Context: an optimization exercise on an open-source flow, tuned for small area, a short achievable clock period and few clock cycles per item. The choices shown serve that exercise and are no tape-out recipe. The RTL was checked by simulation tests, not by an equivalence proof against the original design.

==> v30 <==
## ifft_top
module ifft_top (
    input  wire        clk,
    input  wire        rst,
    input  wire        ifft_enable,
    input  wire [15:0] in_0_real,
    input  wire [15:0] in_1_real,
    input  wire [15:0] in_2_real,
    input  wire [15:0] in_3_real,
    input  wire [15:0] in_4_real,
    input  wire [15:0] in_5_real,
    input  wire [15:0] in_6_real,
    input  wire [15:0] in_7_real,
    input  wire [15:0] in_8_real,
    input  wire [15:0] in_9_real,
    input  wire [15:0] in_10_real,
    input  wire [15:0] in_11_real,
    input  wire [15:0] in_0_imag,
    input  wire [15:0] in_1_imag,
    input  wire [15:0] in_2_imag,
    input  wire [15:0] in_3_imag,
    input  wire [15:0] in_4_imag,
    input  wire [15:0] in_5_imag,
    input  wire [15:0] in_6_imag,
    input  wire [15:0] in_7_imag,
    input  wire [15:0] in_8_imag,
    input  wire [15:0] in_9_imag,
    input  wire [15:0] in_10_imag,
    input  wire [15:0] in_11_imag,
    output wire [15:0] ifft_out_real,
    output wire [15:0] ifft_out_imag,
    output wire        finish
);
make LEC_CHECK=0 CAP_MARGIN=20 CORE_MARGIN=2 CORE_UTILIZATION=40 SLEW_MARGIN=20 finish   # period 13.6 ns
run.sh (not shown) runs the stock make flow with config.mk's settings and CLKGATE_MAP_FILE= SYNTH_SCRIPT=/design/flow/synth_recipe.tcl, a recipe that flattens the netlist after the stock synthesis.
==> inputs of v35, as changes to v30 <==
--- a/flow/design.v
+++ b/flow/design.v
@@ -44,53 +44,53 @@
       if (start) begin
         busy <= 1'b1;
         t    <= 5'd1;
       end else if (busy) begin
         t <= t + 5'd1;
-        if (t == 5'd20) busy <= 1'b0;
+        if (t == 5'd21) busy <= 1'b0;
       end
-      fin <= busy & (t >= 5'd4) & (t <= 5'd19);
+      fin <= busy & (t >= 5'd5) & (t <= 5'd20);
     end
   end
   assign finish = fin;
   localparam M_ID = 3'd0, M_J = 3'd1, M_T1 = 3'd2, M_T3 = 3'd3,
              M_W1 = 3'd4, M_W3 = 3'd5, M_W5 = 3'd6, M_W7 = 3'd7;
   wire [2:0] modeA2_r, modeA2_i;
-  wire       r0A_r, r1A_r, r2A_r, r3A_r, r2C_r, n8_r, sw4_r, n4_r, bl_r, bp3_r, rot_r, jm_r, bp2_r;
+  wire       r0A_r, r1A_r, r2A_r, r3A_r, r2C_r, n8_r, sw4_r, n4_r, bl_r, bp3_r, rot_r;
   wire       n0_r, n1_r, n2_r, n3_r, hsx_r, hsy_r, byB_r, byC_r;
   wire [3:1] weC_r, weG_r;
-  wire       r0A_i, r1A_i, r2A_i, r3A_i, r2C_i, n8_i, sw4_i, n4_i, bl_i, bp3_i, rot_i, jm_i, bp2_i;
+  wire       r0A_i, r1A_i, r2A_i, r3A_i, r2C_i, n8_i, sw4_i, n4_i, bl_i, bp3_i, rot_i;
   wire       n0_i, n1_i, n2_i, n3_i, hsx_i, hsy_i, byB_i, byC_i;
   wire [3:1] weC_i, weG_i;
   ifft_ctl #(.IM(0)) u_cr (
     .clk(clk), .rst(rst), .start(start), .busy(busy),
     .modeA2(modeA2_r), .r0A(r0A_r), .r1A(r1A_r), .r2A(r2A_r), .r3A(r3A_r), .r2C(r2C_r),
     .weC(weC_r), .weG(weG_r), .n8(n8_r), .sw4(sw4_r), .n4(n4_r), .bl(bl_r), .bp3(bp3_r),
     .rot(rot_r), .n0(n0_r), .n1(n1_r), .n2(n2_r), .n3(n3_r), .hsx(hsx_r), .hsy(hsy_r),
-    .byB(byB_r), .byC(byC_r), .jm(jm_r), .bp2(bp2_r));
+    .byB(byB_r), .byC(byC_r));
   ifft_ctl #(.IM(1)) u_ci (
     .clk(clk), .rst(rst), .start(start), .busy(busy),
     .modeA2(modeA2_i), .r0A(r0A_i), .r1A(r1A_i), .r2A(r2A_i), .r3A(r3A_i), .r2C(r2C_i),
     .weC(weC_i), .weG(weG_i), .n8(n8_i), .sw4(sw4_i), .n4(n4_i), .bl(bl_i), .bp3(bp3_i),
     .rot(rot_i), .n0(n0_i), .n1(n1_i), .n2(n2_i), .n3(n3_i), .hsx(hsx_i), .hsy(hsy_i),
-    .byB(byB_i), .byC(byC_i), .jm(jm_i), .bp2(bp2_i));
+    .byB(byB_i), .byC(byC_i));
   reg [15:0] x0r, x0i, x4r, x4i, x8r, x8i;
   reg [15:0] ar[0:2], ai[0:2], br[0:2], bi[0:2], cr[0:2], ci[0:2];
   always @(posedge clk) begin
     if (!busy) begin
       x0r <= in_0_real;   x0i <= in_0_imag;
       x4r <= in_4_real;   x4i <= in_4_imag;
       x8r <= in_8_real;   x8i <= in_8_imag;
       ar[0] <= in_1_real;  ai[0] <= in_1_imag;
-      ar[1] <= in_3_real;  ai[1] <= in_3_imag;
-      ar[2] <= in_2_real;  ai[2] <= in_2_imag;
+      ar[1] <= in_2_real;  ai[1] <= in_2_imag;
+      ar[2] <= in_3_real;  ai[2] <= in_3_imag;
       br[0] <= in_5_real;  bi[0] <= in_5_imag;
-      br[1] <= in_7_real;  bi[1] <= in_7_imag;
-      br[2] <= in_6_real;  bi[2] <= in_6_imag;
+      br[1] <= in_6_real;  bi[1] <= in_6_imag;
+      br[2] <= in_7_real;  bi[2] <= in_7_imag;
       cr[0] <= in_9_real;  ci[0] <= in_9_imag;
-      cr[1] <= in_11_real; ci[1] <= in_11_imag;
-      cr[2] <= in_10_real; ci[2] <= in_10_imag;
+      cr[1] <= in_10_real; ci[1] <= in_10_imag;
+      cr[2] <= in_11_real; ci[2] <= in_11_imag;
     end else begin
       for (i = 0; i < 3; i = i + 1) begin
         ar[i] <= ar[(i+1)%3]; ai[i] <= ai[(i+1)%3];
         br[i] <= br[(i+1)%3]; bi[i] <= bi[(i+1)%3];
         cr[i] <= cr[(i+1)%3]; ci[i] <= ci[(i+1)%3];
@@ -237,14 +237,12 @@
   wire [25:0] psum_r, psum_i;
   ifft_add4 #(26) u_psr (SRr, CRr, kpr, {zsr, 10'd0}, 1'b0, 1'b0, psum_r);
   ifft_add4 #(26) u_psi (SRi, CRi, kpi, {zsi, 10'd0}, 1'b0, 1'b0, psum_i);
   wire [15:0] gv_r = psum_r[25:10], gv_i = psum_i[25:10];
   wire [15:0] q0v_r, q0v_i;
-  ifft_add3 #(16) u_q0r (jm_r ? ~ai[0] : ar[0], jm_r ? ~ci[0] : cr[0], jm_r ? bi[0] : br[0],
-                         jm_r, jm_r, q0v_r);
-  ifft_add3 #(16) u_q0i (jm_i ? ar[0] : ai[0], jm_i ? cr[0] : ci[0], jm_i ? ~br[0] : bi[0],
-                         jm_i, 1'b0, q0v_i);
+  ifft_add3 #(16) u_q0r (ar[0], br[0], cr[0], 1'b0, 1'b0, q0v_r);
+  ifft_add3 #(16) u_q0i (ai[0], bi[0], ci[0], 1'b0, 1'b0, q0v_i);
   wire [15:0] gbr = x8r ^ {16{n8_r}}, gbi = x8i ^ {16{n8_i}};
   wire [15:0] gcr = (sw4_r ? x4i : x4r) ^ {16{n4_r}};
   wire [15:0] gci = (sw4_i ? x4r : x4i) ^ {16{n4_i}};
   wire [15:0] g0v_r, g0v_i;
   ifft_add3 #(16) u_g0r (x0r, gbr, gcr, n8_r, n4_r, g0v_r);
@@ -261,16 +259,16 @@
     if (weG_r[2] | weC_r[2]) s2r <= weG_r[2] ? q0v_r : gv_r;
     if (weG_i[2] | weC_i[2]) s2i <= weG_i[2] ? q0v_i : gv_i;
     if (weG_r[3] | weC_r[3]) s3r <= weG_r[3] ? q0v_r : gv_r;
     if (weG_i[3] | weC_i[3]) s3i <= weG_i[3] ? q0v_i : gv_i;
     if (bl_r) begin
-      g0r <= G0r; g1r <= s1r; g2r <= bp2_r ? q0v_r : s2r; g3r <= bp3_r ? gv_r : s3r;
+      g0r <= G0r; g1r <= s1r; g2r <= s2r; g3r <= bp3_r ? gv_r : s3r;
     end else if (rot_r) begin
       g1r <= ~g1i; g3r <= ~g3i;
     end
     if (bl_i) begin
-      g0i <= G0i; g1i <= s1i; g2i <= bp2_i ? q0v_i : s2i; g3i <= bp3_i ? gv_i : s3i;
+      g0i <= G0i; g1i <= s1i; g2i <= s2i; g3i <= bp3_i ? gv_i : s3i;
     end else if (rot_i) begin
       g1i <= g1r; g3i <= g3r;
     end
   end
   wire [15:0] o_r, o_i;
@@ -374,13 +372,11 @@
     output reg  [3:1] weG,         
     output reg        n8, sw4, n4,  
     output reg        bl, bp3,     
     output reg        rot, n0, n1, n2, n3,    
     output reg        hsx, hsy,    
-    output reg        byB, byC,    
-    output reg        jm,          
-    output reg        bp2          
+    output reg        byB, byC     
 );
   localparam M_ID = 3'd0, M_J = 3'd1, M_T1 = 3'd2, M_T3 = 3'd3,
              M_W1 = 3'd4, M_W3 = 3'd5, M_W5 = 3'd6, M_W7 = 3'd7;
   reg [4:0] tc;
   always @(posedge clk or negedge rst) begin
@@ -390,46 +386,44 @@
   end
   wire [4:0] tp = busy ? tc : 5'd0;
   reg [2:0] modeN;
   always @(*) begin
     case (tp)
-      5'd0:  modeN = M_T1; 5'd1:  modeN = M_T3;
-      5'd2:  modeN = M_T1; 5'd3:  modeN = M_W1; 5'd4:  modeN = M_W3;
-      5'd5:  modeN = M_T3; 5'd6:  modeN = M_W5; 5'd7:  modeN = M_W7;
-      5'd9:  modeN = M_J;  5'd10: modeN = M_T1; 5'd11: modeN = M_T3;
+      5'd0:  modeN = M_T1; 5'd1:  modeN = M_J;  5'd2:  modeN = M_T3;
+      5'd3:  modeN = M_W1; 5'd4:  modeN = M_T1; 5'd5:  modeN = M_W3;
+      5'd6:  modeN = M_W5; 5'd7:  modeN = M_T3; 5'd8:  modeN = M_W7;
+      5'd10: modeN = M_T1; 5'd11: modeN = M_J;  5'd12: modeN = M_T3;
       default: modeN = M_ID;
     endcase
   end
-  wire [1:0] kn = tp[1:0] + 2'd1;           
+  wire [1:0] kn = tp[1:0];                  
   reg  [2:0] modeA;
   reg        r2B1, r2B2, hq, byA2n;
   reg  [3:1] weB1, weB2;
   always @(posedge clk) begin
     modeA  <= modeN;
     modeA2 <= modeA;
-    r0A  <= (tp <= 5'd1);
-    r1A  <= (tp >= 5'd2)  & (tp <= 5'd4);
-    r2A  <= (tp >= 5'd5)  & (tp <= 5'd7);
-    r3A  <= (tp >= 5'd9)  & (tp <= 5'd11);
-    r2B1 <= (tp >= 5'd6)  & (tp <= 5'd8);
+    r0A  <= (tp >= 5'd0)  & (tp <= 5'd2);
+    r1A  <= (tp >= 5'd3)  & (tp <= 5'd5);
+    r2A  <= (tp >= 5'd6)  & (tp <= 5'd8);
+    r3A  <= (tp >= 5'd10) & (tp <= 5'd12);
+    r2B1 <= (tp >= 5'd7)  & (tp <= 5'd9);
     r2B2 <= r2B1;
     r2C  <= r2B2;
-    weB1[1] <= (tp == 5'd1) | (tp == 5'd7) | (tp == 5'd11);
-    weB1[2] <= (tp == 5'd6) | (tp == 5'd10);
-    weB1[3] <= (tp == 5'd2) | (tp == 5'd8) | (tp == 5'd12);
+    weB1[1] <= (tp == 5'd1) | (tp == 5'd7)  | (tp == 5'd11);
+    weB1[2] <= (tp == 5'd2) | (tp == 5'd8)  | (tp == 5'd12);
+    weB1[3] <= (tp == 5'd3) | (tp == 5'd9) | (tp == 5'd13);
     weB2 <= weB1;
     weC  <= weB2;
     weG[1] <= (tp == 5'd0);
-    weG[2] <= (tp == 5'd2) | (tp == 5'd5);
-    weG[3] <= (tp == 5'd1);
-    jm   <= (tp == 5'd5);
-    n8   <= (tp == 5'd9) | (tp == 5'd13);
-    sw4  <= (tp == 5'd9) | (tp == 5'd13);
-    n4   <= (tp == 5'd5) | (tp == (IM ? 5'd13 : 5'd9));
-    bl   <= (tp == 5'd2) | (tp == 5'd6) | (tp == 5'd10) | (tp == 5'd14);
-    bp3  <= (tp == 5'd10) | (tp == 5'd14);
-    bp2  <= (tp == 5'd2);
+    weG[2] <= (tp == 5'd1);
+    weG[3] <= (tp == 5'd2);
+    n8   <= (tp == 5'd10) | (tp == 5'd14);
+    sw4  <= (tp == 5'd10) | (tp == 5'd14);
+    n4   <= (tp == 5'd6)  | (tp == (IM ? 5'd14 : 5'd10));
+    bl   <= (tp == 5'd3) | (tp == 5'd7) | (tp == 5'd11) | (tp == 5'd15);
+    bp3  <= (tp == 5'd11) | (tp == 5'd15);
     rot  <= (kn == 2'd1);
     n0   <= (kn != 2'd0);
     n1   <= (kn == 2'd1) | (kn == 2'd3);
     n2   <= kn[1];
     n3   <= (kn == 2'd1) | (kn == 2'd2);
==> summary.txt <==
| quantity | v30 | v35 |
|---|---|---|
| Outcome | complete, no violations | complete, no violations |
| Placer congestion estimate | 0.926 | 0.919 |
| H-Tree Level Count | 3 | 4 |
| Detail Placement HPWL | 146000 um | 133000 um |
| Die X | 405 um | 403 um |
| # placed instances | 8217 | 8151 |
| Clock buffer and inverter area fraction after layout | 0.0567 | 0.0624 |
| Die area | 164000 um^2 | 162000 um^2 |
| Count of clock buffers in the final design | 179 | 181 |
| Share of the clock period used by the worst path after layout | 0.364 | 0.338 |
| Violation count after the first detailed-routing iteration | 3126 | 3292 |
| Tap cell count | 2086 | 2072 |
| Antenna violations before repair | 12 | 4 |
| Share of the final layout cell area in sequential cells | 0.354 | 0.355 |
| Final instance area | 74700 um^2 | 74400 um^2 |
| Layout Area Growth over Synthesis | 16.3% | 17.0% |
| Clock-pin slew on the worst setup and hold paths | 0.07 ns | 0.06 ns |
| Area share of the largest cell type after synthesis | 0.255 | 0.257 |
| Routing usage on met1 | 0.301 | 0.287 |
| Die Ht | 405 um | 403 um |
| Global-route wire length before repair | 274000 um | 260000 um |
Testbench counts of v30, summed over its fixed seeds: cycles 10,752, items 512.
Testbench counts of v35, summed over its fixed seeds: cycles 11,264, items 512.

========
==> inputs of pepper <==
Another version of the RTL of ifft_top (not shown whole).
Settings: LEC_CHECK=0, CAP_MARGIN=20, CORE_MARGIN=2, CORE_UTILIZATION=40, SLEW_MARGIN=20; clock period 13.6 ns.
==> xenon: changes against pepper <==
--- a/flow/design.v
+++ b/flow/design.v
@@ -51,30 +51,31 @@
       fin <= busy & (t >= 5'd4) & (t <= 5'd19);
     end
   end
   assign finish = fin;
   localparam M_ID = 3'd0, M_J = 3'd1, M_T1 = 3'd2, M_T3 = 3'd3,
              M_W1 = 3'd4, M_W3 = 3'd5, M_W5 = 3'd6, M_W7 = 3'd7;
-  wire [2:0] modeA2_r;
-  wire       r0A_r, r1A_r, r2A_r, r3A_r, r2C_r, n8_r, sw4_r, n4_r, n4_i, bl_r, bp3_r;
-  wire       jm_r, bp2_r, n0_r, t01_r, t12_r, t23_r, hsx_r, hsy_r, byB_r, byC_r, injA, injC;
-  wire       hsx_i, hsy_i;
+  wire [2:0] modeA2_r, modeA2_i;
+  wire       r0A_r, r1A_r, r2A_r, r3A_r, r2C_r, n8_r, sw4_r, n4_r, bl_r, bp3_r, jm_r, bp2_r;
+  wire       n0_r, t01_r, t12_r, t23_r, hsx_r, hsy_r, byB_r, byC_r, injA_r, injC_r;
   wire [3:1] weC_r, weG_r;
-  ifft_ctl u_ctl (
+  wire       r0A_i, r1A_i, r2A_i, r3A_i, r2C_i, n8_i, sw4_i, n4_i, bl_i, bp3_i, jm_i, bp2_i;
+  wire       n0_i, t01_i, t12_i, t23_i, hsx_i, hsy_i, byB_i, byC_i, injA_i, injC_i;
+  wire [3:1] weC_i, weG_i;
+  ifft_ctl #(.IM(0)) u_cr (
     .clk(clk), .rst(rst), .start(start), .busy(busy),
     .modeA2(modeA2_r), .r0A(r0A_r), .r1A(r1A_r), .r2A(r2A_r), .r3A(r3A_r), .r2C(r2C_r),
-    .weC(weC_r), .weG(weG_r), .n8(n8_r), .sw4(sw4_r), .n4r(n4_r), .n4i(n4_i), .bl(bl_r),
-    .bp3(bp3_r), .n0(n0_r), .t01(t01_r), .t12(t12_r), .t23(t23_r), .hsx(hsx_r),
-    .hsy(hsy_r), .hsx2(hsx_i), .hsy2(hsy_i), .byB(byB_r), .byC(byC_r), .jm(jm_r), .bp2(bp2_r),
-    .injA(injA), .injC(injC));
-  wire [2:0] modeA2_i = modeA2_r;
-  wire       r0A_i = r0A_r, r1A_i = r1A_r, r2A_i = r2A_r, r3A_i = r3A_r, r2C_i = r2C_r;
-  wire       n8_i = n8_r, sw4_i = sw4_r, bl_i = bl_r, bp3_i = bp3_r;
-  wire       jm_i = jm_r, bp2_i = bp2_r, n0_i = n0_r, t01_i = t01_r, t12_i = t12_r, t23_i = t23_r;
-  wire       byB_i = byB_r, byC_i = byC_r;
-  wire [3:1] weC_i = weC_r, weG_i = weG_r;
+    .weC(weC_r), .weG(weG_r), .n8(n8_r), .sw4(sw4_r), .n4(n4_r), .bl(bl_r), .bp3(bp3_r),
+    .n0(n0_r), .t01(t01_r), .t12(t12_r), .t23(t23_r), .hsx(hsx_r), .hsy(hsy_r),
+    .byB(byB_r), .byC(byC_r), .jm(jm_r), .bp2(bp2_r), .injA(injA_r), .injC(injC_r));
+  ifft_ctl #(.IM(1)) u_ci (
+    .clk(clk), .rst(rst), .start(start), .busy(busy),
+    .modeA2(modeA2_i), .r0A(r0A_i), .r1A(r1A_i), .r2A(r2A_i), .r3A(r3A_i), .r2C(r2C_i),
+    .weC(weC_i), .weG(weG_i), .n8(n8_i), .sw4(sw4_i), .n4(n4_i), .bl(bl_i), .bp3(bp3_i),
+    .n0(n0_i), .t01(t01_i), .t12(t12_i), .t23(t23_i), .hsx(hsx_i), .hsy(hsy_i),
+    .byB(byB_i), .byC(byC_i), .jm(jm_i), .bp2(bp2_i), .injA(injA_i), .injC(injC_i));
   reg [15:0] x0r, x0i, x4r, x4i, x8r, x8i;
   reg [15:0] ar[0:2], ai[0:2], br[0:2], bi[0:2], cr[0:2], ci[0:2];
   always @(posedge clk) begin
     if (!busy) begin
       x0r <= in_0_real;   x0i <= in_0_imag;
       x4r <= in_4_real;   x4i <= in_4_imag;
@@ -91,14 +92,16 @@
     end else begin
       for (i = 0; i < 3; i = i + 1) begin
         ar[i] <= ar[(i+1)%3]; ai[i] <= ai[(i+1)%3];
         br[i] <= br[(i+1)%3]; bi[i] <= bi[(i+1)%3];
         cr[i] <= cr[(i+1)%3]; ci[i] <= ci[(i+1)%3];
       end
-      if (injA) begin ar[2] <= gv_r; ai[2] <= gv_i; end
-      if (injC) begin cr[0] <= gv_r; ci[0] <= gv_i; end
+      if (injA_r) ar[2] <= gv_r;
+      if (injA_i) ai[2] <= gv_i;
+      if (injC_r) cr[0] <= gv_r;
+      if (injC_i) ci[0] <= gv_i;
     end
   end
   wire        subA_r = r1A_r | r3A_r, subA_i = r1A_i | r3A_i;
   wire [15:0] uopr = r3A_r ? {ar[2][14:0], 1'b0} : ar[0] & {16{~r2A_r}};
   wire [15:0] uopi = r3A_i ? {ai[2][14:0], 1'b0} : ai[0] & {16{~r2A_i}};
   wire [15:0] wopr = (cr[0] ^ {16{subA_r}}) & {16{~r2A_r}};
@@ -132,25 +135,30 @@
       M_T1:    begin cim = 5'b10_00_0; hs_i = 1'b1; end
       default: begin cim = 5'b00_11_1; hs_i = 1'b1; end  
     endcase
   end
   wire byA2_r = (modeA2_r == M_ID) | (modeA2_r == M_J), jA2_r = (modeA2_r == M_J);
   wire byA2_i = (modeA2_i == M_ID) | (modeA2_i == M_J), jA2_i = (modeA2_i == M_J);
-  reg [15:0] XRr, YRr, ZRr, XRi, YRi, ZRi;
+  reg [15:0] XRr, YRr, XRi, YRi;
+  reg        zcr, zyr, zci, zyi;
   reg [3:0]  kreB, kimB, kreC, kimC;    
   always @(posedge clk) begin
     XRr <= byA2_r ? (jA2_r ? -PBi : PBr) : (cre[4] ? PBi : PBr) ^ {16{cre[3]}};
     YRr <= (cre[2] ? PBi : PBr) ^ {16{cre[1]}};
-    ZRr <= cre[0] ? ~PBr : 16'd0;
+    zcr <= cre[0];
+    zyr <= (modeA2_r == M_W5);
     XRi <= byA2_i ? (jA2_i ? PBr : PBi) : (cim[4] ? PBi : PBr) ^ {16{cim[3]}};
     YRi <= (cim[2] ? PBi : PBr) ^ {16{cim[1]}};
-    ZRi <= cim[0] ? ~PBi : 16'd0;
+    zci <= cim[0];
+    zyi <= (modeA2_i == M_W5) | (modeA2_i == M_T3);
     kreB <= {hs_r, cre[3], cre[1], cre[0]}; kimB <= {hs_i, cim[3], cim[1], cim[0]};
     kreC <= kreB; kimC <= kimB;
   end
   wire [25:0] s_re, c_re, s_im, c_im;
+  wire [15:0] ZRr = (zyr ? YRr : XRr) & {16{zcr}};
+  wire [15:0] ZRi = (zyi ? YRi : XRi) & {16{zci}};
   ifft_tw_comp u_re (.x(XRr), .y(YRr), .z(ZRr), .hx(hsx_r), .hy(hsy_r), .s(s_re), .c(c_re));
   ifft_tw_comp u_im (.x(XRi), .y(YRi), .z(ZRi), .hx(hsx_i), .hy(hsy_i), .s(s_im), .c(c_im));
   reg  [25:0] SRr, CRr, SRi, CRi;
   always @(posedge clk) begin
     SRr <= byB_r ? {XRr, 10'd0} : s_re;  CRr <= byB_r ? 26'd0 : c_re;
     SRi <= byB_i ? {XRi, 10'd0} : s_im;  CRi <= byB_i ? 26'd0 : c_im;
@@ -359,26 +367,26 @@
     output wire [25:0] c
 );
   assign s = a ^ b ^ d;
   wire [25:0] m = (a & b) | (a & d) | (b & d);
   assign c = {m[24:0], 1'b0};
 endmodule
-module ifft_ctl (
+module ifft_ctl #(parameter IM = 0) (
     input  wire       clk,
     input  wire       rst,
     input  wire       start,
     input  wire       busy,
     output reg  [2:0] modeA2,      
     output reg        r0A, r1A, r2A, r3A,    
     output reg        r2C,         
     output reg  [3:1] weC,         
     output reg  [3:1] weG,         
-    output reg        n8, sw4, n4r, n4i,  
+    output reg        n8, sw4, n4,  
     output reg        bl, bp3,     
     output reg        n0, t01, t12, t23,      
-    output reg        hsx, hsy, hsx2, hsy2,   
+    output reg        hsx, hsy,    
     output reg        byB, byC,    
     output reg        jm,          
     output reg        bp2,         
     output reg        injA, injC   
 );
   localparam M_ID = 3'd0, M_J = 3'd1, M_T1 = 3'd2, M_T3 = 3'd3,
@@ -399,13 +407,13 @@
       5'd9:  modeN = M_J;  5'd10: modeN = M_T1; 5'd11: modeN = M_T3;
       default: modeN = M_ID;
     endcase
   end
   wire [1:0] kn = tp[1:0] + 2'd1;           
   reg  [2:0] modeA;
-  reg        r2B1, r2B2, hq, hq2;
+  reg        r2B1, r2B2, hq, ia1, sw1;
   reg  [3:1] weB1, weB2;
   always @(posedge clk) begin
     modeA  <= modeN;
     modeA2 <= modeA;
     r0A  <= (tp <= 5'd1);
     r1A  <= (tp >= 5'd2)  & (tp <= 5'd4);
@@ -421,28 +429,26 @@
     weC  <= weB2;
     weG[1] <= (tp == 5'd0);
     weG[2] <= (tp == 5'd4);
     weG[3] <= (tp == 5'd1);
     jm   <= (tp == 5'd3);
     n8   <= (tp == 5'd9) | (tp == 5'd13);
-    sw4  <= (tp == 5'd9) | (tp == 5'd13);
-    n4r  <= (tp == 5'd5) | (tp == 5'd9);
-    n4i  <= (tp == 5'd5) | (tp == 5'd13);
+    sw1  <= (tp == 5'd8) | (tp == 5'd12);
+    sw4  <= sw1;
+    n4   <= (tp == 5'd5) | (tp == (IM ? 5'd13 : 5'd9));
     bl   <= (tp == 5'd2) | (tp == 5'd6) | (tp == 5'd10) | (tp == 5'd14);
     bp3  <= (tp == 5'd10) | (tp == 5'd14);
     bp2  <= (tp == 5'd2);
-    injA <= (tp >= 5'd5) & (tp <= 5'd7);
+    ia1  <= (tp >= 5'd4) & (tp <= 5'd6);
+    injA <= ia1;
     injC <= (tp >= 5'd8) & (tp <= 5'd10);
     n0   <= (kn != 2'd0);
     t01  <= (kn == 2'd0);
     t12  <= (kn == 2'd1);
     t23  <= (kn == 2'd2);
     hsx  <= (modeA2 == M_T1) | (modeA2 == M_T3);
     hq   <= (modeA == M_T1) | (modeA == M_T3);
     hsy  <= hq;
-    hsx2 <= (tp == 5'd2) | (tp == 5'd3) | (tp == 5'd4) | (tp == 5'd7) | (tp == 5'd12) | (tp == 5'd13);
-    hq2  <= (tp == 5'd1) | (tp == 5'd2) | (tp == 5'd3) | (tp == 5'd6) | (tp == 5'd11) | (tp == 5'd12);
-    hsy2 <= hq2;
     byB  <= (modeA2 == M_ID) | (modeA2 == M_J);
     byC  <= byB;
   end
 endmodule
==> comparison table <==
item	xenon	pepper
Global-route wire length before repair	295,000 um	300,900 um
Critical-path cell with the highest stage delay	sky130_fd_sc_hd__nor2b_1	sky130_fd_sc_hd__fa_1
Post-place setup slack	8.783 ns	8.571 ns
Row cnt	144	141
Final weighted congestion in routability-driven placement	0.9712	0.9612
Number of antenna cells inserted	5	11
Via count of the first global-routing pass	44,552	42,715
Via/cell ratio	5.314	5.358
Total wire length	202,300 um	210,000 um
Fmax	202.1 MHz	194.3 MHz
M2 GR Usage	42.06%	41.84%
Area fraction in and, or, nand and nor cells after synthesis	9.494%	8.429%
Result of the run	no timing/DRC/antenna violations	no timing/DRC/antenna violations
N_taps	2,044	1,930
Clkbuf count	157	152
Area of the mapped netlist	61,740 um2	59,760 um2
Multi-input logic portion of the cell area	48.22%	47.87%
Starting Density	40.18%	40.38%
Number of distinct library cell variants in the gate-level netlist after synthesis	81	80
Clock insertion delay at the later pin of the skew report	0.80 ns	0.75 ns
Die width	396.9 um	390.5 um
Hold wc startpoint	u_ci.r2B2	u_ctl.weB1[1]
Complex-gate fraction of the synthesized area	10.52%	9.563%
Testbench counts of pepper, summed over its fixed seeds: cycles 10,752, items 512.
Testbench counts of xenon, summed over its fixed seeds: cycles 10,752, items 512.

[re-timing with driven ports]
The flow's constraints put no driver on any port. The routed layouts listed below were extracted and timed again, unchanged, in two steps. Step 1, drivers: a clkbuf_16 drives clk and a buf_2 each remaining input, both assumed. Step 2 also shifts input and output timing later by t, the mid clock arrival at the registers, as if the neighbouring blocks saw the same clock. Slacks: ideal ports / drivers / drivers and shift; pairs: ideal ports / drivers.
run	shift t [ns]	setup slack, ns	cell pins on the clock port's net
v30	0.829	8.649 / 8.649 / 8.649	1
v35	0.843	8.998 / 8.992 / 8.998	1
pepper	0.809	8.454 / 8.454 / 8.454	1
xenon	0.831	8.651 / 8.651 / 8.651	1
After both steps every run listed still meets setup and hold.
